From an optimization exercise on the open Yosys and OpenROAD flow, aimed at small area; shortcuts taken in it are not production practice.
Function was checked by simulation only, so behaviour that the tests miss may differ from the original.
Power figures rest on the tool's default switching activity, not on a simulated workload.

### design.v
module rate_limiter #(
    parameter WB_DATA_WIDTH = 1,
    parameter QUEUE_ID_WIDTH = 1,
    parameter NUM_ENTRIES = 1,
    parameter PACKET_SIZE_WIDTH = 1,
    parameter MAX_BUCKET_SIZE = 4000,
    parameter NUM_ENTRY_BITS = $clog2(NUM_ENTRIES),
    parameter CLOCK_DIVIDER = 1248,
    parameter QUEUE_ID_OFFSET = 3        
)(
    input wire clk_i,
    input wire rst_i,
    input wire			              wb_cyc_i,
    input wire[17-1:0]                 wb_adr_i,
    input wire                          wb_we_i,
    input wire[WB_DATA_WIDTH-1:0]     wb_dat_i, 
    output reg                          wb_ack_o,
    output reg  [WB_DATA_WIDTH-1:0]     wb_dat_o,
    input wire [QUEUE_ID_WIDTH-1:0] id_i,
    input wire                      id_valid_i,
    output reg                      ok_o,
    output reg                      ok_valid_o,
    output reg [QUEUE_ID_WIDTH-1:0] next_id_o,
    input wire                         drop_it_i,
    input wire                         take_it_i,
    input wire [PACKET_SIZE_WIDTH-1:0] update_plen_i
);
reg [17:0] bucket_max_val_config;
localparam MTU = 1600;  
localparam BUCKET_VAL_WIDTH = 15;
localparam TIMESTAMP_WIDTH = 36 - BUCKET_VAL_WIDTH;
localparam RATE_MEM_WIDTH = 18;
localparam BUCKET_VAL_MAX_VAL = 2**BUCKET_VAL_WIDTH - 1;
wire [QUEUE_ID_WIDTH-QUEUE_ID_OFFSET-1:0] id_s = id_i[QUEUE_ID_WIDTH-1:QUEUE_ID_OFFSET];
reg [TIMESTAMP_WIDTH-1:0] local_time_s;
localparam FOO = $clog2(CLOCK_DIVIDER);
reg [FOO-1:0] help_counter_s;
always @(posedge clk_i) begin
    if(rst_i) begin
        local_time_s <= 0;
        help_counter_s <=0;
    end else begin
    help_counter_s <= help_counter_s +1;
    if ( help_counter_s == CLOCK_DIVIDER-1) begin
        help_counter_s <= 0;
        local_time_s <= local_time_s + 1;
    end
    end
end
localparam BUCKET_MEM_WIDTH = BUCKET_VAL_WIDTH+TIMESTAMP_WIDTH;
reg [BUCKET_MEM_WIDTH*NUM_ENTRIES-1:0] bucket_mem;
reg [RATE_MEM_WIDTH*NUM_ENTRIES-1:0] rate_mem;
wire id_s_in_range = (id_s < NUM_ENTRIES);
wire [BUCKET_MEM_WIDTH-1:0] bucket_mem_rd_s = id_s_in_range ? bucket_mem[id_s*BUCKET_MEM_WIDTH +: BUCKET_MEM_WIDTH] : {BUCKET_MEM_WIDTH{1'b0}};
wire [RATE_MEM_WIDTH-1:0] rate_mem_rd_s = id_s_in_range ? rate_mem[id_s*RATE_MEM_WIDTH +: RATE_MEM_WIDTH] : {RATE_MEM_WIDTH{1'b0}};
reg [TIMESTAMP_WIDTH-1:0] local_time_s_reg;
reg [TIMESTAMP_WIDTH-1:0] data_read_timestamp_s;
reg [BUCKET_VAL_WIDTH-1:0] data_read_bucket_val_s;
reg [RATE_MEM_WIDTH-1:0] data_read_rate_mem_s;
reg [QUEUE_ID_WIDTH-QUEUE_ID_OFFSET-1:0] id_s_reg;
reg [18-1:0] new_bucket_val_s, next_new_bucket_val_s, data_write_bucket_val_s;
reg [TIMESTAMP_WIDTH-1:0] next_diff_time_s, diff_time_s;
reg [2:0] state, next_state;
localparam state_idle = 0;
localparam state_compute_new_bucket1 = 1;
localparam state_compute_new_bucket2 = 2;
localparam state_compute_and_decide = 3;
localparam state_decide_and_write  = 4;
reg read_mem_s;
reg write_bucket_s;
reg save_local_time_s;
reg grant_packet_sending_s;
always @(*) begin
    next_state = state_idle;
    read_mem_s = 1'b0;
    write_bucket_s = 1'b0;
    grant_packet_sending_s = 1'b0;
    next_new_bucket_val_s = new_bucket_val_s;
    data_write_bucket_val_s = new_bucket_val_s;
    next_diff_time_s = local_time_s_reg - data_read_timestamp_s;
    save_local_time_s = 1'b0;
    ok_valid_o = 1'b0;
    next_id_o = 0;
    case(state)
        state_idle: begin
            if(id_valid_i) begin
                read_mem_s = 1'b1;
                next_state = state_compute_new_bucket1;
            end
            save_local_time_s = 1'b1;
        end
        state_compute_new_bucket1: begin
            next_diff_time_s = local_time_s_reg - data_read_timestamp_s;
            next_state = state_compute_new_bucket2;
        end
        state_compute_new_bucket2: begin
            next_new_bucket_val_s =  (data_read_rate_mem_s*diff_time_s);  
            next_state = state_compute_and_decide;
        end
        state_compute_and_decide: begin
            next_new_bucket_val_s = data_read_bucket_val_s + new_bucket_val_s;
            data_write_bucket_val_s = next_new_bucket_val_s;
            grant_packet_sending_s = 1'b0;
            next_state = state_decide_and_write;
            write_bucket_s = 1'b1;
            if(next_new_bucket_val_s < data_read_bucket_val_s || next_new_bucket_val_s > bucket_max_val_config) begin
               data_write_bucket_val_s = bucket_max_val_config;
               grant_packet_sending_s = 1'b1;
            end else begin
                if(next_new_bucket_val_s >= MTU)
                    grant_packet_sending_s = 1'b1;
            end
        end
        state_decide_and_write: begin
            next_state = state_decide_and_write;
            ok_valid_o = 1'b1;
            grant_packet_sending_s = ok_o;
            next_id_o = (ok_o && data_read_bucket_val_s > (MTU + update_plen_i) ) ? {id_s_reg, {QUEUE_ID_OFFSET {1'b0}} } : {id_s_reg + 1, {QUEUE_ID_OFFSET {1'b0}}};
            if(take_it_i) begin
                write_bucket_s = 1'b1;
                data_write_bucket_val_s = data_read_bucket_val_s - update_plen_i;
                next_state = state_idle;
            end else if(drop_it_i) begin
                next_state = state_idle;
            end
        end
    endcase
end
always @(posedge clk_i) begin
    if(rst_i) begin
        state <= state_idle;
    end else begin
        state <= next_state;
    end
    if(read_mem_s) begin
        id_s_reg <= id_s;
        {data_read_bucket_val_s, data_read_timestamp_s} <= bucket_mem_rd_s;
        data_read_rate_mem_s <= rate_mem_rd_s;
    end
    if(write_bucket_s) begin
        {data_read_bucket_val_s, data_read_timestamp_s} <=  {data_write_bucket_val_s, local_time_s_reg};
    end
    diff_time_s <= next_diff_time_s;
    new_bucket_val_s <= next_new_bucket_val_s;
    ok_o <= grant_packet_sending_s;
    if(save_local_time_s)
        local_time_s_reg <= local_time_s;
end
reg [WB_DATA_WIDTH-1:0]     wb_dat_i_reg;
reg [17-1:0]                 wb_adr_i_reg;
reg next_wb_ack_o;
reg [1:0] wb_state, next_wb_state;
localparam wb_state_idle = 0;
localparam wb_state_write = 1;
localparam wb_state_read = 2;
localparam wb_state_read_final = 3;
reg take_addr_data_s;
reg write_max_bucket_size_s;
reg write_new_rate_s;
reg read_rate_s;
always @(*) begin
    next_wb_ack_o = 1'b0;
    next_wb_state = wb_state_idle;
    take_addr_data_s = 1'b0;
    write_max_bucket_size_s = 1'b0;
    write_new_rate_s = 1'b0;
    read_rate_s = 1'b0;
    case(wb_state)
        wb_state_idle: begin
            if(wb_cyc_i) begin
                take_addr_data_s = 1'b1;
                if(wb_we_i) begin
                    next_wb_state = wb_state_write;
                    next_wb_ack_o = 1'b1;
                end else begin
                    next_wb_state = wb_state_read;   
                end
            end
        end
        wb_state_write: begin
            if(wb_adr_i_reg == {17{1'b1}}) begin
                write_max_bucket_size_s = 1'b1;
            end else begin
                write_new_rate_s = 1'b1;
            end
        end
        wb_state_read: begin
            next_wb_state = wb_state_read_final;
        end
        wb_state_read_final: begin
            next_wb_ack_o = 1'b1;
            if(wb_adr_i_reg == {17{1'b1}}) begin
                read_rate_s = 1'b0;
            end else begin
                read_rate_s = 1'b1;
            end
        end
    endcase
end
reg [WB_DATA_WIDTH-1:0] tmp1_s, tmp2_s;
always @(posedge clk_i) begin
    if(rst_i) begin
        wb_state <= wb_state_idle;
        bucket_max_val_config <= 2000;
    end else begin
        wb_state <= next_wb_state;
        if(write_max_bucket_size_s) begin
            if(wb_dat_i_reg > BUCKET_VAL_MAX_VAL)
                bucket_max_val_config <= BUCKET_VAL_MAX_VAL;
            else
                bucket_max_val_config <= wb_dat_i_reg;
        end
    end
    wb_ack_o <= next_wb_ack_o;
    if(take_addr_data_s) begin
        wb_dat_i_reg <= wb_dat_i;
        wb_adr_i_reg <= wb_adr_i;
    end
    tmp1_s <= {{WB_DATA_WIDTH-RATE_MEM_WIDTH{1'b0}}, (wb_adr_i_reg < NUM_ENTRIES) ? rate_mem[wb_adr_i_reg*RATE_MEM_WIDTH +: RATE_MEM_WIDTH] : {RATE_MEM_WIDTH{1'b0}}};
    tmp2_s <= { {WB_DATA_WIDTH-18{1'b0}} ,bucket_max_val_config};
    if(read_rate_s) begin
        wb_dat_o <= tmp1_s;
    end else begin
        wb_dat_o <= tmp2_s;  
    end
end
genvar g;
generate
    for (g = 0; g < NUM_ENTRIES; g = g + 1) begin : g_mem
        always @(posedge clk_i) begin
            if (rst_i) begin
                bucket_mem[g*BUCKET_MEM_WIDTH +: BUCKET_MEM_WIDTH] <= {BUCKET_MEM_WIDTH{1'b0}};
                rate_mem[g*RATE_MEM_WIDTH +: RATE_MEM_WIDTH] <= 1;
            end else begin
                if (write_bucket_s && id_s_reg == g)
                    bucket_mem[g*BUCKET_MEM_WIDTH +: BUCKET_MEM_WIDTH] <= {data_write_bucket_val_s[BUCKET_VAL_WIDTH-1:0], local_time_s_reg};
                if (write_new_rate_s && wb_adr_i_reg == g)
                    rate_mem[g*RATE_MEM_WIDTH +: RATE_MEM_WIDTH] <= wb_dat_i_reg[RATE_MEM_WIDTH-1:0];
            end
        end
    end
endgenerate
endmodule
module HierarchicalScheduler #(
    parameter NUM_QUEUES = 1,
    parameter NUM_CUSTOMERS = 1,
    parameter QUEUE_ID_WIDTH = 1,
    parameter AXI_ADDR_WIDTH = 1,
    parameter PACKET_SIZE_WIDTH = 1,
    parameter WB_ADDR_WIDTH = 1,
    parameter WB_DATA_WIDTH = 1,
    parameter OLT_NUM_ENTRIES = 2**9,
    parameter OLT_QUEUE_ID_OFFSET = 9,
    parameter BNG_NUM_ENTRIES = 8,
    parameter BNG_QUEUE_ID_OFFSET = 15,
    parameter CLOCK_DIVIDER = 1248
)(
    input wire clk_i,
    input wire rst_i,
    input wire			              wb_cyc_i,
    input wire[WB_ADDR_WIDTH-1:0]      wb_adr_i,
    input wire                          wb_we_i,
    input wire[WB_DATA_WIDTH-1:0]     wb_dat_i, 
    output reg                          wb_ack_o,
    output reg [WB_DATA_WIDTH-1:0]     wb_dat_o,
    output reg  [QUEUE_ID_WIDTH-1:0 ]         pop_queue_id_base_o,
    output reg                                pop_set_base_queue_id_o,  
    input wire                                pop_set_base_ready_i,
    input wire [QUEUE_ID_WIDTH-1:0 ]        pop_queue_id_i,
    input wire                               id_valid_i,
    output reg                               pop_o,
    input wire [AXI_ADDR_WIDTH-1:0]             pop_addr_i,
    input wire [PACKET_SIZE_WIDTH -1 : 0]   pop_len_i,
    input wire                               valid_i,
    output reg valid_packet_o,
    output reg [QUEUE_ID_WIDTH-1:0 ] queue_id_scheduler_o,
    output reg [AXI_ADDR_WIDTH-1:0] addr_packet_scheduler_o,
    output reg [PACKET_SIZE_WIDTH -1 : 0] length_packet_scheduler_o,
    input wire ack_from_tx_handler_i
);
    wire [19-1:0] inner_address = wb_adr_i[19-1:0];
    wire [2:0] outer_address = wb_adr_i[22-1:19];
    reg 			             wb_rl1_cyc_s;
    wire[17-1:0]                 wb_rl1_adr_s = inner_address;
    reg                          wb_rl1_we_s;
    wire[WB_DATA_WIDTH-1:0]      wb_rl1_dat_r_s;
    wire                         wb_rl1_ack_s;
    wire [WB_DATA_WIDTH-1:0]     wb_rl1_dat_w_s = wb_dat_i;
    reg 			             wb_rl2_cyc_s;
    wire[17-1:0]                 wb_rl2_adr_s = inner_address;
    reg                          wb_rl2_we_s;
    wire[WB_DATA_WIDTH-1:0]      wb_rl2_dat_r_s;
    wire                         wb_rl2_ack_s;
    wire [WB_DATA_WIDTH-1:0]     wb_rl2_dat_w_s = wb_dat_i;
    reg 			             wb_rl3_cyc_s;
    wire[17-1:0]                 wb_rl3_adr_s = inner_address;
    reg                          wb_rl3_we_s;
    wire[WB_DATA_WIDTH-1:0]      wb_rl3_dat_r_s;
    wire                         wb_rl3_ack_s;
    wire [WB_DATA_WIDTH-1:0]     wb_rl3_dat_w_s = wb_dat_i;
    always @(*) begin
        wb_ack_o = 1'b0;
        wb_dat_o = 0;
        wb_rl1_cyc_s = 1'b0;
        wb_rl1_we_s = 1'b0;
        wb_rl2_cyc_s = 1'b0;
        wb_rl2_we_s = 1'b0;
        wb_rl3_cyc_s = 1'b0;
        wb_rl3_we_s = 1'b0;
        case (outer_address)
            0: begin  
            end
            1: begin  
                wb_rl1_cyc_s = wb_cyc_i;
                wb_rl1_we_s = wb_we_i;
                wb_dat_o = wb_rl1_dat_r_s;
                wb_ack_o = wb_rl1_ack_s;
            end
            2: begin  
                wb_rl2_cyc_s = wb_cyc_i;
                wb_rl2_we_s = wb_we_i;
                wb_dat_o = wb_rl2_dat_r_s;
                wb_ack_o = wb_rl2_ack_s;
            end
            3: begin  
                wb_rl3_cyc_s = wb_cyc_i;
                wb_rl3_we_s = wb_we_i;
                wb_dat_o = wb_rl3_dat_r_s;
                wb_ack_o = wb_rl3_ack_s;
            end
        endcase
    end
    reg id_valid_s;
    reg drop_it_s;
    reg take_it_s;
    wire ok1_s, ok1_valid_s;
    wire [QUEUE_ID_WIDTH-1:0] next_id1_s;
    wire ok2_s, ok2_valid_s;
    wire [QUEUE_ID_WIDTH-1:0] next_id2_s;
    wire ok3_s, ok3_valid_s;
    wire [QUEUE_ID_WIDTH-1:0] next_id3_s;
    wire ok_valid_s = ok1_valid_s && ok2_valid_s && ok3_valid_s;
    wire ok_s = ok1_s && ok2_s && ok3_s;
    reg [QUEUE_ID_WIDTH-1:0] next_id_s;
    always @(*) begin
        next_id_s = next_id1_s;
        if(~ok2_s) begin
            next_id_s = next_id2_s;
        end
        if(~ok3_s) begin
            next_id_s = next_id3_s;
        end
        if(next_id_s > NUM_QUEUES) begin
            next_id_s = 0;
        end
    end
    rate_limiter #(
        .WB_DATA_WIDTH(WB_DATA_WIDTH),
        .QUEUE_ID_WIDTH(QUEUE_ID_WIDTH),
        .NUM_ENTRIES(NUM_CUSTOMERS),
        .PACKET_SIZE_WIDTH(PACKET_SIZE_WIDTH),
        .CLOCK_DIVIDER(CLOCK_DIVIDER),
        .QUEUE_ID_OFFSET(3)
    )customer_rate_limiter_inst (
        .wb_cyc_i(wb_rl1_cyc_s),
        .wb_adr_i(wb_rl1_adr_s),
        .wb_we_i(wb_rl1_we_s),
        .wb_dat_i(wb_rl1_dat_w_s),
        .wb_ack_o(wb_rl1_ack_s),
        .wb_dat_o(wb_rl1_dat_r_s),
        .id_i(pop_queue_id_i),
        .id_valid_i(id_valid_s),
        .ok_o(ok1_s),
        .ok_valid_o(ok1_valid_s),
        .next_id_o(next_id1_s),
        .drop_it_i(drop_it_s),
        .take_it_i(take_it_s),
        .update_plen_i(pop_len_i),
        .clk_i(clk_i),
        .rst_i(rst_i)
    );
    rate_limiter #(
        .WB_DATA_WIDTH(WB_DATA_WIDTH),
        .QUEUE_ID_WIDTH(QUEUE_ID_WIDTH),
        .NUM_ENTRIES(OLT_NUM_ENTRIES),
        .PACKET_SIZE_WIDTH(PACKET_SIZE_WIDTH),
        .CLOCK_DIVIDER(CLOCK_DIVIDER),
        .QUEUE_ID_OFFSET(OLT_QUEUE_ID_OFFSET)  
    )olt_rate_limiter_inst (
        .wb_cyc_i(wb_rl2_cyc_s),
        .wb_adr_i(wb_rl2_adr_s),
        .wb_we_i(wb_rl2_we_s),
        .wb_dat_i(wb_rl2_dat_w_s),
        .wb_ack_o(wb_rl2_ack_s),
        .wb_dat_o(wb_rl2_dat_r_s),
        .id_i(pop_queue_id_i),
        .id_valid_i(id_valid_s),
        .ok_o(ok2_s),
        .ok_valid_o(ok2_valid_s),
        .next_id_o(next_id2_s),
        .drop_it_i(drop_it_s),
        .take_it_i(take_it_s),
        .update_plen_i(pop_len_i),
        .clk_i(clk_i),
        .rst_i(rst_i)
    );
    rate_limiter #(
        .WB_DATA_WIDTH(WB_DATA_WIDTH),
        .QUEUE_ID_WIDTH(QUEUE_ID_WIDTH),
        .NUM_ENTRIES(BNG_NUM_ENTRIES),
        .PACKET_SIZE_WIDTH(PACKET_SIZE_WIDTH),
        .CLOCK_DIVIDER(CLOCK_DIVIDER),
        .QUEUE_ID_OFFSET(BNG_QUEUE_ID_OFFSET)  
    )bng_port_rate_limiter_inst (
        .wb_cyc_i(wb_rl3_cyc_s),
        .wb_adr_i(wb_rl3_adr_s),
        .wb_we_i(wb_rl3_we_s),
        .wb_dat_i(wb_rl3_dat_w_s),
        .wb_ack_o(wb_rl3_ack_s),
        .wb_dat_o(wb_rl3_dat_r_s),
        .id_i(pop_queue_id_i),
        .id_valid_i(id_valid_s),
        .ok_o(ok3_s),
        .ok_valid_o(ok3_valid_s),
        .next_id_o(next_id3_s),
        .drop_it_i(drop_it_s),
        .take_it_i(take_it_s),
        .update_plen_i(pop_len_i),
        .clk_i(clk_i),
        .rst_i(rst_i)
    );
   reg [QUEUE_ID_WIDTH-1:0 ]        pop_queue_id_i_reg;
    reg [2:0] scheduler_state, next_scheduler_state;
    localparam state_idle = 0;
    localparam state_wait_for_queue_mem = 1;
    localparam state_wait_for_scheduler = 2;
    localparam state_wait_for_packet_data = 3;
    localparam state_give_to_TX_handler = 4;
    reg store_packet_in_scheduler_s;
    reg [QUEUE_ID_WIDTH-1:0] next_pop_queue_id_base_o ;
    wire sleep_startup_s = 1'b1;  
    always@(*) begin
        next_scheduler_state = state_idle;
        pop_set_base_queue_id_o = 1'b0;
        next_pop_queue_id_base_o = pop_queue_id_base_o;
        pop_o = 1'b0;
        valid_packet_o = 1'b0;
        store_packet_in_scheduler_s = 1'b0;
        id_valid_s = 1'b0;
        drop_it_s = 1'b0;
        take_it_s = 1'b0;
        case(scheduler_state)
            state_idle: begin  
                pop_set_base_queue_id_o = sleep_startup_s; 
                if(pop_set_base_ready_i && sleep_startup_s)
                    next_scheduler_state = state_wait_for_queue_mem;
            end
            state_wait_for_queue_mem: begin
                next_scheduler_state = state_wait_for_queue_mem;
                if(id_valid_i) begin
                    id_valid_s = 1'b1;
                    next_scheduler_state = state_wait_for_scheduler;
                end
            end
            state_wait_for_scheduler: begin
                next_scheduler_state = state_wait_for_scheduler;
                if(ok_valid_s) begin
                    if(ok_s) begin
                        pop_o = 1'b1;
                        next_scheduler_state = state_wait_for_packet_data;
                        next_pop_queue_id_base_o = pop_queue_id_i_reg;
                    end else begin
                        drop_it_s = 1'b1;
                        next_pop_queue_id_base_o = next_id_s;
                        next_scheduler_state = state_idle;
                    end
                end
            end
            state_wait_for_packet_data: begin
                next_scheduler_state = state_wait_for_packet_data;
                pop_o = 1'b1;
                if(valid_i) begin
                     store_packet_in_scheduler_s = 1'b1;
                     take_it_s = 1'b1;
                     next_scheduler_state = state_give_to_TX_handler;
                end
            end
            state_give_to_TX_handler: begin
                next_scheduler_state = state_give_to_TX_handler;
                valid_packet_o = 1'b1;
                if(ack_from_tx_handler_i) begin
                    pop_set_base_queue_id_o = 1'b1; 
                    if(pop_set_base_ready_i)begin
                        next_scheduler_state = state_wait_for_queue_mem;
                    end else begin
                        next_scheduler_state = state_idle;
                    end
                end
            end
        endcase
    end
    always @(posedge clk_i) begin
        if(rst_i) begin
            scheduler_state <= state_idle;
            pop_queue_id_base_o <= 0;
        end else begin
            scheduler_state <= next_scheduler_state;
            pop_queue_id_base_o <= next_pop_queue_id_base_o;
        end
        if(store_packet_in_scheduler_s) begin
            addr_packet_scheduler_o <= pop_addr_i;
            queue_id_scheduler_o <= pop_queue_id_i_reg;
            length_packet_scheduler_o <= pop_len_i;
        end
        if(id_valid_s) begin
                    pop_queue_id_i_reg <= pop_queue_id_i; 
        end
    end 
endmodule
module hqos_sched_top (
    input  wire        clk_i,
    input  wire        rst_i,
    input  wire        wb_cyc_i,
    input  wire [21:0] wb_adr_i,
    input  wire        wb_we_i,
    input  wire [31:0] wb_dat_i,
    output wire        wb_ack_o,
    output wire [31:0] wb_dat_o,
    output wire [6:0]  pop_queue_id_base_o,
    output wire        pop_set_base_queue_id_o,
    input  wire        pop_set_base_ready_i,
    input  wire [6:0]  pop_queue_id_i,
    input  wire        id_valid_i,
    output wire        pop_o,
    input  wire [31:0] pop_addr_i,
    input  wire [10:0] pop_len_i,
    input  wire        valid_i,
    output wire        valid_packet_o,
    output wire [6:0]  queue_id_scheduler_o,
    output wire [31:0] addr_packet_scheduler_o,
    output wire [10:0] length_packet_scheduler_o,
    input  wire        ack_from_tx_handler_i
);
    HierarchicalScheduler #(
        .NUM_QUEUES(128),
        .NUM_CUSTOMERS(16),
        .QUEUE_ID_WIDTH(7),
        .AXI_ADDR_WIDTH(32),
        .PACKET_SIZE_WIDTH(11),
        .WB_ADDR_WIDTH(22),
        .WB_DATA_WIDTH(32),
        .OLT_NUM_ENTRIES(8),
        .OLT_QUEUE_ID_OFFSET(4),
        .BNG_NUM_ENTRIES(4),
        .BNG_QUEUE_ID_OFFSET(5),
        .CLOCK_DIVIDER(2)
    ) sched_inst (
        .clk_i(clk_i),
        .rst_i(rst_i),
        .wb_cyc_i(wb_cyc_i),
        .wb_adr_i(wb_adr_i),
        .wb_we_i(wb_we_i),
        .wb_dat_i(wb_dat_i),
        .wb_ack_o(wb_ack_o),
        .wb_dat_o(wb_dat_o),
        .pop_queue_id_base_o(pop_queue_id_base_o),
        .pop_set_base_queue_id_o(pop_set_base_queue_id_o),
        .pop_set_base_ready_i(pop_set_base_ready_i),
        .pop_queue_id_i(pop_queue_id_i),
        .id_valid_i(id_valid_i),
        .pop_o(pop_o),
        .pop_addr_i(pop_addr_i),
        .pop_len_i(pop_len_i),
        .valid_i(valid_i),
        .valid_packet_o(valid_packet_o),
        .queue_id_scheduler_o(queue_id_scheduler_o),
        .addr_packet_scheduler_o(addr_packet_scheduler_o),
        .length_packet_scheduler_o(length_packet_scheduler_o),
        .ack_from_tx_handler_i(ack_from_tx_handler_i)
    );
endmodule
### run.sh
#!/bin/bash
# synth_recipe.tcl (not shown) runs the flow's synth.tcl, then flattens the netlist and writes it again
# the make line also repeats each setting of config.mk as NAME=value (left out here)
make -C /OpenROAD-flow-scripts/flow DESIGN_CONFIG=/design/flow/config.mk WORK_HOME=/design/flow/orfs CLKGATE_MAP_FILE= SYNTH_SCRIPT=/design/flow/synth_recipe.tcl finish
### config.mk
export PLATFORM = sky130hd
export DESIGN_NAME = hqos_sched_top
export DESIGN_NICKNAME = hqos_sched_top
export VERILOG_FILES = /design/flow/design.v
export SDC_FILE = /design/flow/constraint.sdc
export NUM_CORES = 4
export LEC_CHECK = 0
export CAP_MARGIN = 20
export CORE_MARGIN = 2
export CORE_UTILIZATION = 40
export SLEW_MARGIN = 20
### constraint.sdc
create_clock -name core_clock -period 10.0 [get_ports {clk_i}]
set_input_delay 2.0000 -clock core_clock [delete_from_list [all_inputs] [get_ports {clk_i}]]
set_output_delay 2.0000 -clock core_clock [all_outputs]
set_load 0.01 [all_outputs]
==> flow_metrics.env <==
export IMPL_status="finished clean"
export IMPL_timing_critical_path_from="wb_adr_i[20]"
export IMPL_io_buffers=188
export IMPL_r2r_slack_ns=3.50
export IMPL_grt_pass1_vias=102100
export IMPL_clk_latency_ns=0.93
export IMPL_max_freq_mhz=149.0
export IMPL_cts_tree="yes"
export IMPL_synthDistinctLibCells=101
export IMPL_synth_most_common_cell="nand2_1"
export IMPL_cts_root_buffer="clkbuf_16"
export IMPL_initial_utilization_pct=40.19
export IMPL_syn_avg_cell_area_sq_um=9.132
export IMPL_finClkSkew_ns=0.05611
export IMPL_die_w_microns=583.0
export IMPL_worstRegToRegCells=19
export IMPL_hold_ws_ns=0.3504
export IMPL_sw_frac_of_total_pct=41.60
export IMPL_syn2layout_area_growth_pct=10.10
export IMPL_drtIter0Drc=10690
export IMPL_top_register="sched_inst.customer_rate_limiter_inst.bucket_mem"
export IMPL_crit_path_top_delay_cell="clkdlybuf4s50_1"
export IMPL_drc=0
export IMPL_vdd_drop_max_mv=0.9887
export IMPL_crit_type="input port to primary output"
export IMPL_dp_cells=18320
export IMPL_finalCoreUtilization_pct=44.25
export IMPL_worstSetupStartpointType="input port"
export IMPL_setup_viol=0
export IMPL_track_usage_pct=24.81
export IMPL_grt_max_degree=215
export IMPL_yosysTopAreaCell="dfxtp_1"
export IMPL_p_int_uw=27330
export IMPL_tightest_slew_ns=1.237
export IMPL_fin_ws_ns=3.288
export IMPL_slew_headroom_pct=17.52
export IMPL_core_area_sq_mm=0.3337
export IMPL_period_share_pct=67.12
export IMPL_clk_pin_slew_ns=0.06
export IMPL_whs_path_depth=0
export IMPL_post_cts_resized=0
export IMPL_final_cells=18810
export IMPL_netlist_area_sq_mm=0.1341
export IMPL_cts_made_buffers=264
export IMPL_synth_edf_count=477
export IMPL_power_per_cell_area_mw_per_mm2=316.9
export IMPL_worst_path_largest_cell_delay_ns=0.85
export IMPL_largestRegisters="sched_inst.customer_rate_limiter_inst.bucket_mem: 528 flops, sched_inst.customer_rate_limiter_inst.rate_mem: 288 flops, sched_inst.olt_rate_limiter_inst.bucket_mem: 264 flops"
export IMPL_fin_setup_tns_ns=0
export IMPL_drv_cap=0
export IMPL_critPathMaxFanout=21
export IMPL_grt_pass1_wl_mm=652.8
export IMPL_htree_levels=5
export IMPL_power_frac_comb_pct=54.8
export IMPL_hold_viol_final=0
export IMPL_synth_commonest_cells="3042 x nand2_1, 1783 x dfxtp_1, 1468 x a21oi_1, 1010 x nor2_1, 892 x clkbuf_1"
export IMPL_firstDrtPassIters=7
export IMPL_hold_class="flip-flop to flip-flop"
export IMPL_dpl_hpwl_mm=295.2
export IMPL_synthFlopType="dfxtp_1"
export IMPL_dr_total_vias=107500
export IMPL_min_period_ns=6.712
export IMPL_wl_mm=432.9
export IMPL_whs_endpoint="sched_inst.customer_rate_limiter_inst.tmp2_s[17]"
export IMPL_preCtsSetupSlack_ns=2.820
export IMPL_yosys_warnings=4
export IMPL_leakagePower_uw=0.05351
export IMPL_wire_per_inst_microns=23.01
export IMPL_crit_arrival_ns=4.71
export IMPL_hold_buffers=0
export IMPL_grt_ovfl_total=0
export IMPL_place_congestion=0.9634
export IMPL_routed_via_density=5.713
export IMPL_p_switching_uw=19470
export IMPL_numClockSinks=2260
export IMPL_final_nets=15080
export IMPL_synthDominantCellAreaShare_pct=26.62
export IMPL_antenna_left=0
export IMPL_rows=212
export IMPL_clk_path_buf_depth=4
export IMPL_synth_ff_latch_count=2260
export IMPL_maxSlewViolCount=0
export IMPL_die_height_microns=583.0
export IMPL_syn_inst=14690
export IMPL_crit_required_ns=8.00
export IMPL_drive_gt1_share_pct=11.74
export IMPL_async_reset_ff_share_pct=0
export IMPL_p_seq_share_pct=24.3
export IMPL_power_frac_clock_pct=20.9
export IMPL_largest_register_ffs=528
export IMPL_crit_path_frequent_cell="clkdlybuf4s50_1"
export IMPL_endpoint_kind="primary output"
export IMPL_die_area_sq_mm=0.3399
export IMPL_crit_path_cell_trace="clkdlybuf4s50_1 -> nor2b_1 -> buf_4 -> a22oi_1 -> nor2_1 -> clkdlybuf4s50_1"
export IMPL_synth_seq_area_share_pct=37.30
export IMPL_cts_setup_buffers=0
export IMPL_ioPinCount=205
export IMPL_rsz0062_at_grt="false"
export IMPL_antenna_found_initial=14
export IMPL_yosys_top_cells_area="dfxtp_1 27%, mux4_2 11%, edfxtp_1 11%"
-- stage by stage --
stage / total power, uW / instance area (sq um)
2_1_floorplan: 30840 / 134200
3_3_place_gp: 36850 / 138900
3_5_place_dp: 37010 / 138900
4_1_cts: 47030 / 147600
5_1_grt: 51100 / 147600
6_report: 46800 / 147700
-- worst max-delay path: cells and delay by family --
| kind | cells | cell delay, ns |
|---|---|---|
| AOI/OAI and AO/OA | 1 | 0.13 |
| and+or+nand+nor | 2 | 0.79 |
| buffers and inverters | 3 | 1.78 |
-- logic make-up (layout without fill, tap and decap cells) --
family	after synthesis	after routing	synth area share, %
AND/OR/NAND/NOR	5165	5165	16.34
AO/OA/AOI/OAI	2952	2952	13.40
flip-flops	2260	2260	37.30
buffers and inverters	1911	1626	5.517
multiplexers	1302	1302	16.23
adder cells (fa/ha/maj)	774	774	9.118
XOR/XNOR	321	321	2.102
other	1	24	0.002796
-- metal layers --
metal,up-vias,part of all wire (%),wire [microns],GRT usage (%)
met5,-,0.020,88,0
met4,12,4.3,18580,9.873
met3,786,7.2,31150,4.067
met2,3962,46,201300,39.94
met1,52550,42,181800,33.22
li1,50150,-,-,-
-- power by group through the flow --
stage / clock network, uW / registers, uW / logic [uW]
global route: 10300 / 11400 / 29400
finish: 9770 / 11400 / 25600
floorplan: 0 / 11100 / 19700
global placement: 0 / 11600 / 25300
CTS: 9940 / 11400 / 25700
detailed placement: 0 / 11600 / 25400
-- layout make-up --
type                    count  area [sq um]
diodes                     10         25.02
clock buffers             364          7500
clock inverters           118          1244
fillers                 32110        186000
inverters                 770          2898
multi-input cells       10530         77050
flip-flops and latches   2260         50020
well taps                4387          5489
repair buffers            374          3428
-- cells in the final DEF, fill, tap and decap left out, types with 243 or more instances in the layout --
master / netlist / final
edfxtp_1: 477 / 477
dfxtp_1: 1783 / 1783
and2_1: 410 / 386
clkbuf_16: 0 / 275
o21ai_0: 401 / 401
nand2_1: 3042 / 3040
mux4_2: 673 / 673
a211oi_1: 470 / 470
mux2i_1: 385 / 385
ha_1: 433 / 430
mux2_2: 243 / 243
nor2_1: 1010 / 997
inv_1: 763 / 761
a21oi_1: 1468 / 1467
fa_1: 339 / 337
-- worst max-delay path by stage --
stage / to / slack (ns) / cells past startpoint
after CTS: wb_ack_o / 3.34 / 6
final: wb_ack_o / 3.29 / 6
after global routing: flip-flop / 3.07 / 19
after global placement: flip-flop / 2.86 / 11
after detailed placement: flip-flop / 2.82 / 12
after floorplan: sched_inst.bng_port_rate_limiter_inst.wb_state[0] / 1.93 / 4

port drivers added, routing unchanged:
Ports are ideal in the flow. The routed layout listed here was re-timed in OpenROAD.
Step 1 sets driving cells, clkbuf_16 on the clock port and buf_2 on the other inputs (assumed; they add their load-dependent delay and slew).
Step 2 times the ports against the registers' clock, not the clock port: input delays grow and output delays shrink by t, the midpoint of the rising clock arrivals with the driver on.
Three values: ideal, step 1, step 2; two values: the first two.
shift t [ns]: 0.997
setup slack, ns: 3.288 / 3.222 / 2.864
pins driven straight from the clock port: 1
After both steps this run still meets setup and hold. For this run, drivers alone change the setup slack by -0.066 ns; drivers and shift together by -0.424 ns.
